This design comes from an exercise in tuning for small area on the open sky130 flow, not from production work.
In this exercise RTL edits were held to simulation tests only and were not proved equivalent to the original.

**flow/run.sh**
```bash
#!/bin/bash
# synth_recipe.tcl (not shown) runs the flow's synth.tcl, then flattens the netlist and writes it again
# the make line also repeats each setting of config.mk as NAME=value (left out here)
make -C /OpenROAD-flow-scripts/flow DESIGN_CONFIG=/design/flow/config.mk WORK_HOME=/design/flow/orfs CLKGATE_MAP_FILE= SYNTH_SCRIPT=/design/flow/synth_recipe.tcl finish
```
**flow/constraint.sdc**
```tcl
create_clock -name core_clock -period 10.0 [get_ports {clk}]
set_input_delay 2.0000 -clock core_clock [delete_from_list [all_inputs] [get_ports {clk}]]
set_output_delay 2.0000 -clock core_clock [all_outputs]
set_load 0.01 [all_outputs]
```
**flow/config.mk**
```make
export PLATFORM = sky130hd
export DESIGN_NAME = mem_ram
export DESIGN_NICKNAME = mem_ram
export VERILOG_FILES = /design/flow/design.v
export SDC_FILE = /design/flow/constraint.sdc
export NUM_CORES = 4
export LEC_CHECK = 0
export CAP_MARGIN = 20
export CORE_MARGIN = 2
export CORE_UTILIZATION = 40
export SLEW_MARGIN = 20
```
**flow/design.v**
```verilog
module mult(input [3:0] a, input [3:0] b, output reg [8:0] c
    );
always@(*)
c= a*b;
endmodule
module ad(input [8:0] a1, input [8:0] b1, output reg [9:0] c1
    );
always@(*)
c1= a1+b1;
endmodule
module ad2(input [8:0] a2, input [9:0] b2, output reg [10:0] c2
    );
always@(*)
c2= a2+b2;
endmodule
module ad3(input [8:0] a3, input [10:0] b3, output reg [11:0] c3
    );
always@(*)
c3= a3+b3;
endmodule
`timescale 1ns / 1ps
module mem_ram (input clk, wren, 
                input [3:0] d11,input [3:0] d12,input [3:0] d13,input [3:0] d14,input [3:0] d15,input [3:0] d16,input [3:0] d17,input [3:0]d18,
					 input [3:0] d21,input [3:0] d22,input [3:0] d23,input [3:0] d24,input [3:0] d25,input [3:0] d26,input [3:0] d27,input [3:0]d28,
					 input [3:0] d31,input [3:0] d32,input [3:0] d33,input [3:0] d34,input [3:0] d35,input [3:0] d36,input [3:0] d37,input [3:0]d38,
					 input [3:0] d41,input [3:0] d42,input [3:0] d43,input [3:0] d44,input [3:0] d45,input [3:0] d46,input [3:0] d47,input [3:0]d48,
					 input [3:0] r1,input [3:0] r2,
					 input [3:0] r3,input [3:0] r4,
					 output [11:0] w_sum11,
					 output [11:0] w_sum12,
					 output [11:0] w_sum13,
					 output [11:0] w_sum14,
					 output [11:0] w_sum15,
					 output [11:0] w_sum16,
					 output [11:0] w_sum17,
					 output [11:0] w_sum18
					 );
  reg [31:0] mem [3:0];  
  wire [8:0] p11, p21,p31,p41;
  wire [8:0] p12, p22,p32,p42;
  wire [8:0] p13, p23,p33,p43;
  wire [8:0] p14, p24,p34,p44;
  wire [8:0] p15, p25,p35,p45;
  wire [8:0] p16, p26,p36,p46;
  wire [8:0] p17, p27,p37,p47;
  wire [8:0] p18, p28,p38,p48;
wire [9:0] s11,s12,s13,s14,s15,s16,s17,s18;
wire [10:0] s21,s22,s23,s24,s25,s26,s27,s28;
wire [11:0] s31,s32,s33,s34,s35,s36,s37,s38;
  always @(posedge clk) 
      begin
            if (wren) begin
                mem[0][31-:4]<=d11;
					 mem[0][27-:4] <=d12;
					 mem[0][23-:4]<=d13;
					 mem[0][19-:4]<=d14;
					 mem[0][15-:4]<=d15;
					 mem[0][11-:4]<=d16;
					 mem[0][7-:4]<=d17;
					 mem[0][3-:4]<=d18;
					 mem[1][31-:4]<=d21;
					 mem[1][27-:4] <=d22;
					 mem[1][23-:4]<=d23;
					 mem[1][19-:4]<=d24;
					 mem[1][15-:4]<=d25;
					 mem[1][11-:4]<=d26;
					 mem[1][7-:4]<=d27;
					 mem[1][3-:4]<=d28;
					 mem[2][31-:4]<=d31;
					 mem[2][27-:4] <=d32;
					 mem[2][23-:4]<=d33;
					 mem[2][19-:4]<=d34;
					 mem[2][15-:4]<=d35;
					 mem[2][11-:4]<=d36;
					 mem[2][7-:4]<=d37;
					 mem[2][3-:4]<=d38;
					 mem[3][31-:4]<=d41;
					 mem[3][27-:4] <=d42;
					 mem[3][23-:4]<=d43;
					 mem[3][19-:4]<=d44;
					 mem[3][15-:4]<=d45;
					 mem[3][11-:4]<=d46;
					 mem[3][7-:4]<=d47;
					 mem[3][3-:4]<=d48;
            end
		end		 
generate
   mult m11(.a(r1),
				.b(mem[0][31-:4]),
				.c(p11) 
				);
	mult m21(
	         .a(r2),
				.b(mem[1][31-:4]),
				.c(p21)
	         );		
   mult m31(
	         .a(r3),
				.b(mem[2][31-:4]),
				.c(p31)
	         );		
   mult m41(
	         .a(r4),
				.b(mem[3][31-:4]), 
				.c(p41)
	         );	
  ad add11 ( 
            .a1(p11),
				.b1(p21),
				.c1(s11)
           );  
  ad2 add21 (
            .b2(s11),
				.a2(p31),
				.c2(s21)
          );
  ad3 add31 (
             .b3(s21),
				 .a3(p41),
				 .c3(s31)
				 );
    mult m12(.a(r1),
				.b(mem[0][27-:4]),
				.c(p12)
				);
	mult m22(
	         .a(r2),
				.b(mem[1][27-:4]),
				.c(p22)
	         );		
   mult m32(
	         .a(r3),
				.b(mem[2][27-:4]),
				.c(p32)
	         );		
   mult m42(
	         .a(r4),
				.b(mem[3][27-:4]), 
				.c(p42)
	         );	
  ad add12 ( 
            .a1(p12),
				.b1(p22),
				.c1(s12)
           );  
  ad2 add22 (
            .b2(s12),
				.a2(p32),
				.c2(s22)
          );
  ad3 add32 (
             .b3(s22),
				 .a3(p42),
				 .c3(s32)
				 );
   mult m13(.a(r1),
				.b(mem[0][23-:4]),
				.c(p13)
				);
	mult m23(
	         .a(r2),
				.b(mem[1][23-:4]),
				.c(p23)
	         );		
   mult m33(
	         .a(r3),
				.b(mem[2][23-:4]),
				.c(p33)
	         );		
   mult m43(
	         .a(r4),
				.b(mem[3][23-:4]), 
				.c(p43)
	         );	
  ad add13 ( 
            .a1(p13),
				.b1(p23),
				.c1(s13)
           );  
  ad2 add23 (
            .b2(s13),
				.a2(p33),
				.c2(s23)
          );
  ad3 add33 (
             .b3(s23),
				 .a3(p43),
				 .c3(s33)
				 );
  mult m14(.a(r1),
				.b(mem[0][19-:4]),
				.c(p14)
				);
	mult m24(
	         .a(r2),
				.b(mem[1][19-:4]),
				.c(p24)
	         );		
   mult m34(
	         .a(r3),
				.b(mem[2][19-:4]),
				.c(p34)
	         );		
   mult m44(
	         .a(r4),
				.b(mem[3][19-:4]), 
				.c(p44)
	         );	
  ad add14 ( 
            .a1(p14),
				.b1(p24),
				.c1(s14)
           );  
  ad2 add24 (
            .b2(s14),
				.a2(p34),
				.c2(s24)
          );
  ad3 add34 (
             .b3(s24),
				 .a3(p44),
				 .c3(s34)
				 );
  mult m15(.a(r1),
				.b(mem[0][15-:4]),
				.c(p15)
				);
	mult m25(
	         .a(r2),
				.b(mem[1][15-:4]),
				.c(p25)
	         );		
   mult m35(
	         .a(r3),
				.b(mem[2][15-:4]),
				.c(p35)
	         );		
   mult m45(
	         .a(r4),
				.b(mem[3][15-:4]), 
				.c(p45)
	         );	
  ad add15 ( 
            .a1(p15),
				.b1(p25),
				.c1(s15)
           );  
  ad2 add25 (
            .b2(s15),
				.a2(p35),
				.c2(s25)
          );
  ad3 add35 (
             .b3(s25),
				 .a3(p45),
				 .c3(s35)
				 );
   mult m16(.a(r1),
				.b(mem[0][11-:4]),
				.c(p16)
				);
	mult m26(
	         .a(r2),
				.b(mem[1][11-:4]),
				.c(p26)
	         );		
   mult m36(
	         .a(r3),
				.b(mem[2][11-:4]),
				.c(p36)
	         );		
   mult m46(
	         .a(r4),
				.b(mem[3][11-:4]), 
				.c(p46)
	         );	
  ad add16 ( 
            .a1(p16),
				.b1(p26),
				.c1(s16)
           );  
  ad2 add26 (
            .b2(s16),
				.a2(p36),
				.c2(s26)
          );
  ad3 add36 (
             .b3(s26),
				 .a3(p46),
				 .c3(s36)
				 );
   mult m17(.a(r1),
				.b(mem[0][7-:4]),
				.c(p17)
				);
	mult m27(
	         .a(r2),
				.b(mem[1][7-:4]),
				.c(p27)
	         );		
   mult m37(
	         .a(r3),
				.b(mem[2][7-:4]),
				.c(p37)
	         );		
   mult m47(
	         .a(r4),
				.b(mem[3][7-:4]), 
				.c(p47)
	         );	
  ad add17 ( 
            .a1(p17),
				.b1(p27),
				.c1(s17)
           );  
  ad2 add27 (
            .b2(s17),
				.a2(p37),
				.c2(s27)
          );
  ad3 add37 (
             .b3(s27),
				 .a3(p47),
				 .c3(s37)
				 );
  mult m18(.a(r1),
				.b(mem[0][3-:4]),
				.c(p18)
				);
	mult m28(
	         .a(r2),
				.b(mem[1][3-:4]),
				.c(p28)
	         );		
   mult m38(
	         .a(r3),
				.b(mem[2][3-:4]),
				.c(p38)
	         );		
   mult m48(
	         .a(r4),
				.b(mem[3][3-:4]), 
				.c(p48)
	         );	
  ad add18 ( 
            .a1(p18),
				.b1(p28),
				.c1(s18)
           );  
  ad2 add28 (
            .b2(s18),
				.a2(p38),
				.c2(s28)
          );
  ad3 add38 (
             .b3(s28),
				 .a3(p48),
				 .c3(s38)
				 );
assign w_sum11 =s31;
assign w_sum12 =s32;
assign w_sum13 =s33;
assign w_sum14 =s34;
assign w_sum15 =s35;
assign w_sum16 =s36;
assign w_sum17 =s37;
assign w_sum18 =s38;
endgenerate
endmodule
```
==> flow_summary.yaml <==
layout:
  seq_area_sq_um: 3840
  final_layout_size_suffix_gt1_share_pct: 2.99
  multi_input_area_sq_um: 15600
  nets: 3214
  largest_register: "mem"
  n_antenna_cell: 0
  instances_no_fill: 3104
  largest_reg_flops: 128
  fillers: 5068
  area_growth_pct: 17.8
  top_regs: "mem (128)"
yosys:
  synth-seq-cells: 128
  synth_top_area_share_pct: 35.2
  yosys.cell_count.top_type: "inv_1"
  synth_edf_count: 128
  syn_avg_cell_area_sq_um: 10.0
  synth_area_leaders: "fa_1 (35%), edfxtp_1 (18%), ha_1 (16%), and2_1 (10%), inv_1 (9.9%)"
  synthFlopType: "edfxtp_1"
  ys_seq_area_share_pct: 17.6
  synth_cell_type_count: 41
  synthArstFlopShare_pct: 0
  ys_warn_count: 7
  syn_area_sq_um: 21800
  synth_cells: 2174
  yosysTopAreaCell: "fa_1"
  synthTopCellsByCount: "inv_1 (575), fa_1 (384), and2_1 (348)"
clocking:
  cts_root_buf: "clkbuf_16"
  post_cts_buffers: 0
  clk_path_buf_depth: 2
  cts_buffers: 17
  cts.clk_slew.worst_paths_ps: 70
  cts_hold_buffers: 0
  cts_tree: "built"
  clkSinkCount: 128
  cts_resized: 0
  cts.htree.levels: 4
global_routing:
  antenna_found_initial: 3
  grt_overflow: 0
  grt_max_degree: 78
  grt.total_usage_pct: 19.7
  grt_pass1_wl_mm: 85.6
  grt_pass1_vias: 16600
worst_setup_path:
  critPathCaptureType: "primary output"
  required_ps: 8000
  crit_fanout: 32
  startpoint_type: "input port"
  critPathKind: "in -> out"
  cp_data_arrival_time_ps: 7650
floorplan:
  rows: 85
  coreArea_sq_um: 53900
  start_util_pct: 40.5
  dieHeight_um: 238
  ios: 242
  dieArea_sq_um: 56500
  die_x_um: 238
place:
  dp.cells: 3073
  hpwl_mm: 40.3
  port_buffers: 233
  place.gp.congestion: 0.804
drt:
  antenna_left: 0
  drt-wirelength-per-cell_um: 16.8
  wirelength_mm: 52.0
  firstDrtPassIters: 5
  first_iter_violations: 604
  vias: 15000
  drc: 0
  vias_per_cell: 4.82
min_path:
  hold_path.class: "in -> reg"
timing:
  slew_violations: 0
  fmax_mhz: 104
  rsz0062_at_grt: "no"
  tns_ps: 0
  hold_viol: 0
  finalSetupViolations: 0
  worst_pin_slew_ps: 868
  maxSlewHeadroom_pct: 42.1
  min_period_ps: 9650
  fin_crit_sh_pct: 96.5
flow_run:
  drv_cap: 0
run_status:
  status: "complete, no violations"
## cells in the final DEF (no fill, tap or decap), drive strengths merged
master         instances
a211o                  3
a211oi                13
a21bo                  1
a21o                  14
a21oi                 40
a221oi                 2
a22oi                  1
a31oi                  2
a32oi                  1
and2                 348
and3                   1
and4b                  4
buf                   28
bufinv                 6
clkbuf                17
clkdlybuf4s50        224
clkinv                 6
clkinvlp               1
conb                   8
edfxtp               128
fa                   384
ha                   288
inv                  576
mux2i                  6
nand2                184
nand2b                 2
nand3                  8
nor2                  16
nor2b                  7
nor3                   7
nor4                   1
o211a                  2
o211ai                 3
o21a                  12
o21ai                 23
o21bai                 6
o31ai                  1
xnor2                 20
xor2                  14
## cells by family after synthesis
family	after synthesis	synth area share, %
adder cells (fa/ha/maj)	672	51.7
buffers and inverters	631	11.0
AND/OR/NAND/NOR	578	14.3
flip-flops	128	17.6
AO/OA/AOI/OAI	124	3.84
XOR/XNOR	34	1.36
multiplexers	6	0.275
other	1	0.0172
## worst max-delay path, cell delays in order
cell and delay [ps]:
clkdlybuf4s50_1 450, buf_12 200, and2_1 180, fa_1 530, inv_1 50, fa_1 460, fa_1 510, inv_1 60
fa_1 530, inv_1 50, fa_1 380, fa_1 510, inv_1 40, ha_1 340, a211oi_1 340, o21ai_0 190
a22oi_1 220, clkdlybuf4s50_1 570
## path summary, 6_finish.rpt
| kind | startpoint | to | slack, ps | cells after the start |
|---|---|---|---|---|
| max | r3[3] | w_sum15[8] | 350 | 18 |
| min | d24[1] | mem[1][17] | 2050 | 1 |
## per-layer routing
| layer | GRT usage [%] | vias to the layer above | wire, um |
|---|---|---|---|
| li1 | - | 6962 | - |
| met1 | 25.9 | 7607 | 23100 |
| met2 | 33.4 | 321 | 25600 |
| met3 | 3.05 | 60 | 2110 |
| met4 | 6.46 | 4 | 1170 |
| met5 | 0 | - | 20 |
## final cells by class
class | count | area share (%)
Multi-Input combinational cell | 1422 | 60.7
Tap cell | 696 | 3.38
Inverter | 575 | 8.38
Timing Repair Buffer | 252 | 10.0
Clock buffer | 17 | 1.65
Sequential cell | 128 | 14.9
Clock inverter | 14 | 0.928
## stage by stage
stage               hold WS, ps  area [sq um]  utilization (%)  setup WS (ps)
floorplan                  2100         21900                -           1530
global placement           2560         25100             46.5            433
detailed placement         2560         25100             46.5            380
CTS                        2010         25700             47.7            361
global route               2030         25700             47.7           91.1
finish                     2050         25700             47.7            352

## static timing again, ports no longer ideal
No port has a modelled driver above. Below, the same layout with a new extraction and two added sets of constraints.
Step 1 (the two cells are an assumption about what drives the block):
set clk [get_ports {clk}]
set_driving_cell -lib_cell sky130_fd_sc_hd__clkbuf_16 $clk
set_driving_cell -lib_cell sky130_fd_sc_hd__buf_2 [delete_from_list [all_inputs] $clk]
Step 2 adds t to the input delays and takes it off the output delays; t is the mean of the earliest and latest rising clock arrival at the registers after step 1. Input paths then give back, and output paths get back, about the clock's delay inside the block.
Slacks: no drivers / after step 1 / after step 2; pairs: no drivers / after step 1.
t (ns): 0.543
setup WS [ns]: 0.352 / 0.330 / 0.330
hold WS [ns]: 2.053 / 2.023 / 2.566
worst register clock-pin slew, ns: 0.07 / 0.07
After both steps this run still meets setup and hold. The setup slack of this run moves by -0.022 ns with the drivers and by -0.022 ns with both steps.
